Source: an optimization exercise on an open RTL-to-GDS flow (aim: small area and a short achievable clock period). Production flows keep margins and buffers that such runs may drop.
Where RTL was checked, it was by simulation tests only, not by an equivalence proof against the original.
Power and IR drop assume default switching activity.

==> module statem, before the edit <==
module statem(
	input	wire		clk,
	input	wire		rst,
	input	wire[15:0]	sw,
	output	wire[15:0]	Fout
	);
	reg[1:0]	i;
	reg		show;		 
	reg[15:0]	A0;
	reg[15:0]	B0;
	reg[7:0]	cr;		 
	wire	i0 = (i == 2'd0);
	wire	i1 = (i == 2'd1);
	wire	i2 = (i == 2'd2);
	wire	i3 = (i == 2'd3);
	wire	o_add = (sw[3:0] == 4'b0001);
	wire	o_sub = (sw[3:0] == 4'b0010);
	wire[15:0]	bn = ({16{i1}} & sw) | ({16{i2 & o_add}} & B0) | ({16{i2 & o_sub}} & ~B0);
	wire[15:0]	y = i1 ? sw : ~B0;
	wire[16:0]	cy;
	cla16 nc(.g(A0 & y), .p(A0 ^ y), .ci(~i1), .c(cy));
	wire[7:0]	cyv = {cy[14], cy[12], cy[10], cy[8], cy[6], cy[4], cy[2], cy[0]};
	wire[7:0]	crn = ({8{i1 | (i2 & o_sub)}} & cyv) | ({8{i2 & o_add}} & cr);
	wire[15:0]	p = A0 ^ B0;
	wire[15:0]	g = A0 & B0;
	wire[16:0]	c;
	genvar k;
	generate
		for (k = 0; k < 8; k = k + 1) begin : fc
			assign c[2*k] = cr[k];
			assign c[2*k+1] = g[2*k] | (p[2*k] & cr[k]);
		end
	endgenerate
	assign c[16] = g[15] | (p[15] & c[15]);
	wire[15:0]	s = p ^ c[15:0];
	assign Fout = {16{show}} & s;
	wire	SF = s[15];
	wire	ZF = ~(|s);
	wire	CF = c[16] ^ cr[0];
	wire	OF = (c[15] ^ c[16]) & ~(cr[0] & ~(|A0));
	wire[15:0]	res;
	alu a(.en(i2), .op(sw[3:0]), .A(A0), .B(B0), .p(p), .g(g), .res(res));
	always @(posedge clk or negedge rst) begin
		if (rst == 0) begin
			i <= 2'd0;
			show <= 1'b0;
		end else begin
			i <= i + 2'd1;
			if (i2)
				show <= 1'b1;
		end
	end
	always @(posedge clk) begin
		B0 <= bn;
		cr <= crn;
		A0 <= ({16{i0}} & sw) | res | {12'b0, {4{i3}} & {SF, OF, ZF, CF}} |
		      ({16{i1 | (i2 & (o_add | o_sub))}} & A0);
	end
endmodule
clock: 6.0 ns
lec_check: 0
cap_margin: 20
core_margin: 2
core_utilization: 40
setup_slack_margin: 2.9
slew_margin: 20
standard.sh (not shown) runs the stock make flow with config.mk's settings and CLKGATE_MAP_FILE= SYNTH_SCRIPT=/design/flow/synth_recipe.tcl, a recipe that flattens the netlist after the stock synthesis.
==> flow/flow/run.sh <==
#!/bin/bash
# Own flow: the standard layout, except that synthesis leaves adders to ABC
# (no full/half-adder cells) and maps with the ABC script in flow/abc.script.
set -euo pipefail
W=$(pwd)
# scripts folder = ORFS's scripts, with abc_area.script replaced by ours
mkdir -p "$W/scripts_own"
for f in "$FLOW_HOME"/scripts/*; do ln -sf "$f" "$W/scripts_own/"; done
rm -f "$W/scripts_own/abc_area.script"
cp "$W/flow/abc.script" "$W/scripts_own/abc_area.script"
make -C "$FLOW_HOME" DESIGN_CONFIG="$W/config.mk" WORK_HOME="$W/orfs" CLKGATE_MAP_FILE= \
	SYNTH_SCRIPT="$W/synth_recipe.tcl" SCRIPTS_DIR="$W/scripts_own" \
	ADDER_MAP_FILE= ABC_AREA=1 synth > "$W/synth.log" 2>&1
# the rest of the standard flow (synthesis is up to date, so make skips it),
# with plain buffers on the ports
export BUFFER_PORTS_ARGS="-buffer_cell sky130_fd_sc_hd__buf_2"
bash "$W/standard.sh" > "$W/layout.log" 2>&1
==> flow/flow/abc.script <==
strash
&get -n
&st
&dch -f
&nf -R 100
&put
topo
The first run finished with timing, DRC and antenna clean.
Rerun with:
--- a/flow/design.v
+++ b/flow/design.v
@@ -89,11 +89,10 @@
 	wire	o_add = (sw[3:0] == 4'b0001);
 	wire	o_sub = (sw[3:0] == 4'b0010);
 	wire[15:0]	bn = ({16{i1}} & sw) | ({16{i2 & o_add}} & B0) | ({16{i2 & o_sub}} & ~B0);
-	wire[15:0]	y = i1 ? sw : ~B0;
+	wire		cn = i2 & o_sub;
 	wire[16:0]	cy;
-	cla16 nc(.g(A0 & y), .p(A0 ^ y), .ci(~i1), .c(cy));
-	wire[7:0]	cyv = {cy[14], cy[12], cy[10], cy[8], cy[6], cy[4], cy[2], cy[0]};
-	wire[7:0]	crn = ({8{i1 | (i2 & o_sub)}} & cyv) | ({8{i2 & o_add}} & cr);
+	cla16 nc(.g(A0 & bn), .p(A0 ^ bn), .ci(cn), .c(cy));
+	wire[7:0]	crn = {cy[14], cy[12], cy[10], cy[8], cy[6], cy[4], cy[2], cy[0]};
 	wire[15:0]	p = A0 ^ B0;
 	wire[15:0]	g = A0 & B0;
 	wire[16:0]	c;
Effect: Design area is about the same. Setup slack gets worse by 0.33 ns. Final cell count falls by a few percent. Routed wire length decreases by a few percent. Clock power climbs by a quarter to a third. Register-to-register slack loses 0.23 ns. Count of clock-buffer cells in the layout is lower by 2. Synthesized area came out lower by a few percent. Core utilization came out higher by 0.90 points. Via count goes down by a few percent. First-iteration DRC count rose by roughly a tenth. Maximum frequency goes down by roughly a tenth. Sequential share of layout area hardly moves.
Only the layout flow was run in the second run of this note; the RTL was not checked for function there.

========
The RTL this note starts from:
==> flow/design.v <==
module alu(
	input	wire		en,
	input	wire[3:0]	op,
	input	wire[15:0]	A,
	input	wire[15:0]	B,
	input	wire[15:0]	p,
	input	wire[15:0]	g,
	output	wire[15:0]	res
	);
	wire	o_and = en & (op == 4'b0011);
	wire	o_or  = en & (op == 4'b0100);
	wire	o_xor = en & (op == 4'b0101);
	wire	o_not = en & (op == 4'b0110);
	wire	o_sll = en & (op == 4'b0111);
	wire	o_srl = en & (op == 4'b1000);
	wire	o_sra = en & (op == 4'b1001);
	wire	o_rol = en & (op == 4'b1010);
	wire	right = (op[3:1] == 3'b100);
	wire	sg = o_and | o_or;
	wire	sp = o_or | o_xor;
	wire[15:0]	lo = ({16{sg}} & g) | ({16{sp}} & p) | ({16{o_not}} & ~A);
	wire[3:0]	b = B[3:0];
	wire[3:0]	amt;
	assign amt[0] = b[0];
	assign amt[1] = b[1] ^ (right & b[0]);
	assign amt[2] = b[2] ^ (right & (b[0] | b[1]));
	assign amt[3] = b[3] ^ (right & (b[0] | b[1] | b[2]));
	wire[15:0]	r0 = amt[0] ? {A[14:0], A[15]} : A;
	wire[15:0]	r1 = amt[1] ? {r0[13:0], r0[15:14]} : r0;
	wire[15:0]	r2 = amt[2] ? {r1[11:0], r1[15:12]} : r1;
	wire[15:0]	r3 = amt[3] ? {r2[7:0], r2[15:8]} : r2;
	wire		big = |B[15:4];
	wire		b16 = (B == 16'd16);
	wire[15:0]	tlv = 16'hffff << b;	 
	wire		rolm = o_rol & (~big | b16);
	wire		sllm = o_sll & ~big;
	wire		srm = (o_srl | o_sra) & ~big;
	genvar k;
	generate
		for (k = 0; k < 16; k = k + 1) begin : shm
			wire tr = tlv[15-k];
			wire m = (sllm & tlv[k]) | (srm & tr) | rolm;
			assign res[k] = (r3[k] & m) | (o_sra & A[15] & ~(tr & ~big)) | lo[k];
		end
	endgenerate
endmodule
module cla16(
	input	wire[15:0]	g,
	input	wire[15:0]	p,
	input	wire		ci,
	output	wire[16:0]	c
	);
	wire[79:0]	gl;
	wire[79:0]	pl;
	assign gl[15:0] = {g[15:1], g[0] | (p[0] & ci)};
	assign pl[15:0] = p;
	genvar k, l;
	generate
		for (l = 0; l < 4; l = l + 1) begin : lvl
			for (k = 0; k < 16; k = k + 1) begin : bt
				if ((k >> l) & 1) begin : op
					localparam integer j = ((k >> l) << l) - 1;
					assign gl[16*l+16+k] = gl[16*l+k] | (pl[16*l+k] & gl[16*l+j]);
					assign pl[16*l+16+k] = pl[16*l+k] & pl[16*l+j];
				end else begin : pass
					assign gl[16*l+16+k] = gl[16*l+k];
					assign pl[16*l+16+k] = pl[16*l+k];
				end
			end
		end
	endgenerate
	assign c = {gl[79:64], ci};
endmodule
module statem(
	input	wire		clk,
	input	wire		rst,
	input	wire[15:0]	sw,
	output	wire[15:0]	Fout
	);
	reg[1:0]	i;
	reg		show;		 
	reg[15:0]	A0;
	reg[15:0]	B0;
	reg		cin;
	reg		c4, c8, c12;
	wire	i0 = (i == 2'd0);
	wire	i1 = (i == 2'd1);
	wire	i2 = (i == 2'd2);
	wire	i3 = (i == 2'd3);
	wire	o_add = (sw[3:0] == 4'b0001);
	wire	o_sub = (sw[3:0] == 4'b0010);
	wire[15:0]	bn = ({16{i1}} & sw) | ({16{i2 & o_add}} & B0) | ({16{i2 & o_sub}} & ~B0);
	wire		cn = i2 & o_sub;
	wire[15:0]	pn = A0 ^ bn;
	wire[15:0]	gn = A0 & bn;
	wire[16:0]	cc;
	cla16 nc(.g(gn), .p(pn), .ci(cn), .c(cc));
	wire[15:0]	p = A0 ^ B0;
	wire[15:0]	g = A0 & B0;
	genvar k;
	wire[16:0]	c;
	assign c[0] = cin;
	assign c[4] = c4;
	assign c[8] = c8;
	assign c[12] = c12;
	generate
		for (k = 0; k < 16; k = k + 1) begin : fc
			if (k % 4 != 3)
				assign c[k+1] = g[k] | (p[k] & c[k]);
		end
	endgenerate
	assign c[16] = g[15] | (p[15] & c[15]);
	wire[15:0]	s = p ^ c[15:0];
	assign Fout = {16{show}} & s;
	wire	SF = s[15];
	wire	ZF = ~(|s);
	wire	CF = c[16] ^ cin;
	wire	OF = (c[15] ^ c[16]) & ~(cin & ~(|A0));
	wire[15:0]	res;
	alu a(.en(i2), .op(sw[3:0]), .A(A0), .B(B0), .p(p), .g(g), .res(res));
	always @(posedge clk or negedge rst) begin
		if (rst == 0) begin
			i <= 2'd0;
			show <= 1'b0;
		end else begin
			i <= i + 2'd1;
			if (i2)
				show <= 1'b1;
		end
	end
	always @(posedge clk) begin
		B0 <= bn;
		cin <= cn;
		c4 <= cc[4];
		c8 <= cc[8];
		c12 <= cc[12];
		if (i0 | i3 | (i2 & ~o_add & ~o_sub))
			A0 <= ({16{i0}} & sw) | res | {12'b0, {4{i3}} & {SF, OF, ZF, CF}};
	end
endmodule
==> flow/config.mk <==
export PLATFORM = sky130hd
export DESIGN_NAME = statem
export DESIGN_NICKNAME = statem
export VERILOG_FILES = /design/flow/design.v
export SDC_FILE = /design/flow/constraint.sdc
export NUM_CORES = 4
export LEC_CHECK = 0
export CAP_MARGIN = 20
export CORE_MARGIN = 2
export CORE_UTILIZATION = 40
export SETUP_SLACK_MARGIN = 2.8
export SLEW_MARGIN = 20
==> flow/constraint.sdc <==
create_clock -name core_clock -period 6.0 [get_ports {clk}]
set_input_delay 1.2000 -clock core_clock [delete_from_list [all_inputs] [get_ports {clk}]]
set_output_delay 1.2000 -clock core_clock [all_outputs]
set_load 0.01 [all_outputs]
==> flow/flow/abc.script <==
strash
&get -n
&st
&dch -f
&nf -a
&put
topo
Scripts as last shown in full above: flow/flow/run.sh
The starting point ran to the end with no violations.
Next try:
--- a/flow/design.v
+++ b/flow/design.v
@@ -81,8 +81,7 @@
 	reg		show;		 
 	reg[15:0]	A0;
 	reg[15:0]	B0;
-	reg		cin;
-	reg		c4, c8, c12;
+	reg[7:0]	cr;		 
 	wire	i0 = (i == 2'd0);
 	wire	i1 = (i == 2'd1);
 	wire	i2 = (i == 2'd2);
@@ -90,23 +89,19 @@
 	wire	o_add = (sw[3:0] == 4'b0001);
 	wire	o_sub = (sw[3:0] == 4'b0010);
 	wire[15:0]	bn = ({16{i1}} & sw) | ({16{i2 & o_add}} & B0) | ({16{i2 & o_sub}} & ~B0);
-	wire		cn = i2 & o_sub;
-	wire[15:0]	pn = A0 ^ bn;
-	wire[15:0]	gn = A0 & bn;
-	wire[16:0]	cc;
-	cla16 nc(.g(gn), .p(pn), .ci(cn), .c(cc));
+	wire[15:0]	y = i1 ? sw : ~B0;
+	wire[16:0]	cy;
+	cla16 nc(.g(A0 & y), .p(A0 ^ y), .ci(~i1), .c(cy));
+	wire[7:0]	cyv = {cy[14], cy[12], cy[10], cy[8], cy[6], cy[4], cy[2], cy[0]};
+	wire[7:0]	crn = ({8{i1 | (i2 & o_sub)}} & cyv) | ({8{i2 & o_add}} & cr);
 	wire[15:0]	p = A0 ^ B0;
 	wire[15:0]	g = A0 & B0;
+	wire[16:0]	c;
 	genvar k;
-	wire[16:0]	c;
-	assign c[0] = cin;
-	assign c[4] = c4;
-	assign c[8] = c8;
-	assign c[12] = c12;
 	generate
-		for (k = 0; k < 16; k = k + 1) begin : fc
-			if (k % 4 != 3)
-				assign c[k+1] = g[k] | (p[k] & c[k]);
+		for (k = 0; k < 8; k = k + 1) begin : fc
+			assign c[2*k] = cr[k];
+			assign c[2*k+1] = g[2*k] | (p[2*k] & cr[k]);
 		end
 	endgenerate
 	assign c[16] = g[15] | (p[15] & c[15]);
@@ -114,8 +109,8 @@
 	assign Fout = {16{show}} & s;
 	wire	SF = s[15];
 	wire	ZF = ~(|s);
-	wire	CF = c[16] ^ cin;
-	wire	OF = (c[15] ^ c[16]) & ~(cin & ~(|A0));
+	wire	CF = c[16] ^ cr[0];
+	wire	OF = (c[15] ^ c[16]) & ~(cr[0] & ~(|A0));
 	wire[15:0]	res;
 	alu a(.en(i2), .op(sw[3:0]), .A(A0), .B(B0), .p(p), .g(g), .res(res));
 	always @(posedge clk or negedge rst) begin
@@ -130,10 +125,7 @@
 	end
 	always @(posedge clk) begin
 		B0 <= bn;
-		cin <= cn;
-		c4 <= cc[4];
-		c8 <= cc[8];
-		c12 <= cc[12];
+		cr <= crn;
 		if (i0 | i3 | (i2 & ~o_add & ~o_sub))
 			A0 <= ({16{i0}} & sw) | res | {12'b0, {4{i3}} & {SF, OF, ZF, CF}};
 	end
Result:
- clock skew fell by 0.0085 ns
- clock-buffer cell count went up by 1
- utilization came out lower by 4.1 points
- area after synthesis goes up by 9.2%
- sequential power is higher by about 10%
- design area grows by 1.5%
- via count climbs by 6.4%
- power goes up by 9.7%
- first-iteration DRC count goes down by 15%
- maximum frequency rose by 10%
- non-clock buffer count is lower by 26
No functional check of the RTL was part of the first run of this note.

-- afterwards: timing with drivers on the ports --
How much do the figures lean on ideal ports? The routed layouts below were timed once more, with nothing changed but the port constraints.
Step 1 assumes that a clkbuf_16 drives the clock port and a buf_2 every other input.
Step 2 adds t to the input delays and takes it off the output delays; t is the mean of the earliest and latest rising clock arrival at the registers after step 1. Input paths then give back, and output paths get back, about the clock's delay inside the block.
Slacks: no drivers / after step 1 / after step 2; pairs: no drivers / after step 1.
run	t (ns)	setup slack, ns	hold slack, ns	worst setup path at the end
the first run of note 1	0.329	2.986 / 2.997 / 2.669	0.495 / 0.495 / 0.495	input to register
the second run of note 1	0.334	2.657 / 2.646 / 2.312	0.591 / 0.591 / 0.591	input to register
the first run of note 2	0.341	2.536 / 2.502 / 2.501	0.558 / 0.558 / 0.558	input to register
the second run of note 2	0.347	2.857 / 2.834 / 2.527	0.494 / 0.494 / 0.494	input to register
After both steps every run listed still meets setup and hold. For the second run of note 1, which loses most, drivers alone change the setup slack by -0.011 ns; drivers and shift together by -0.345 ns.
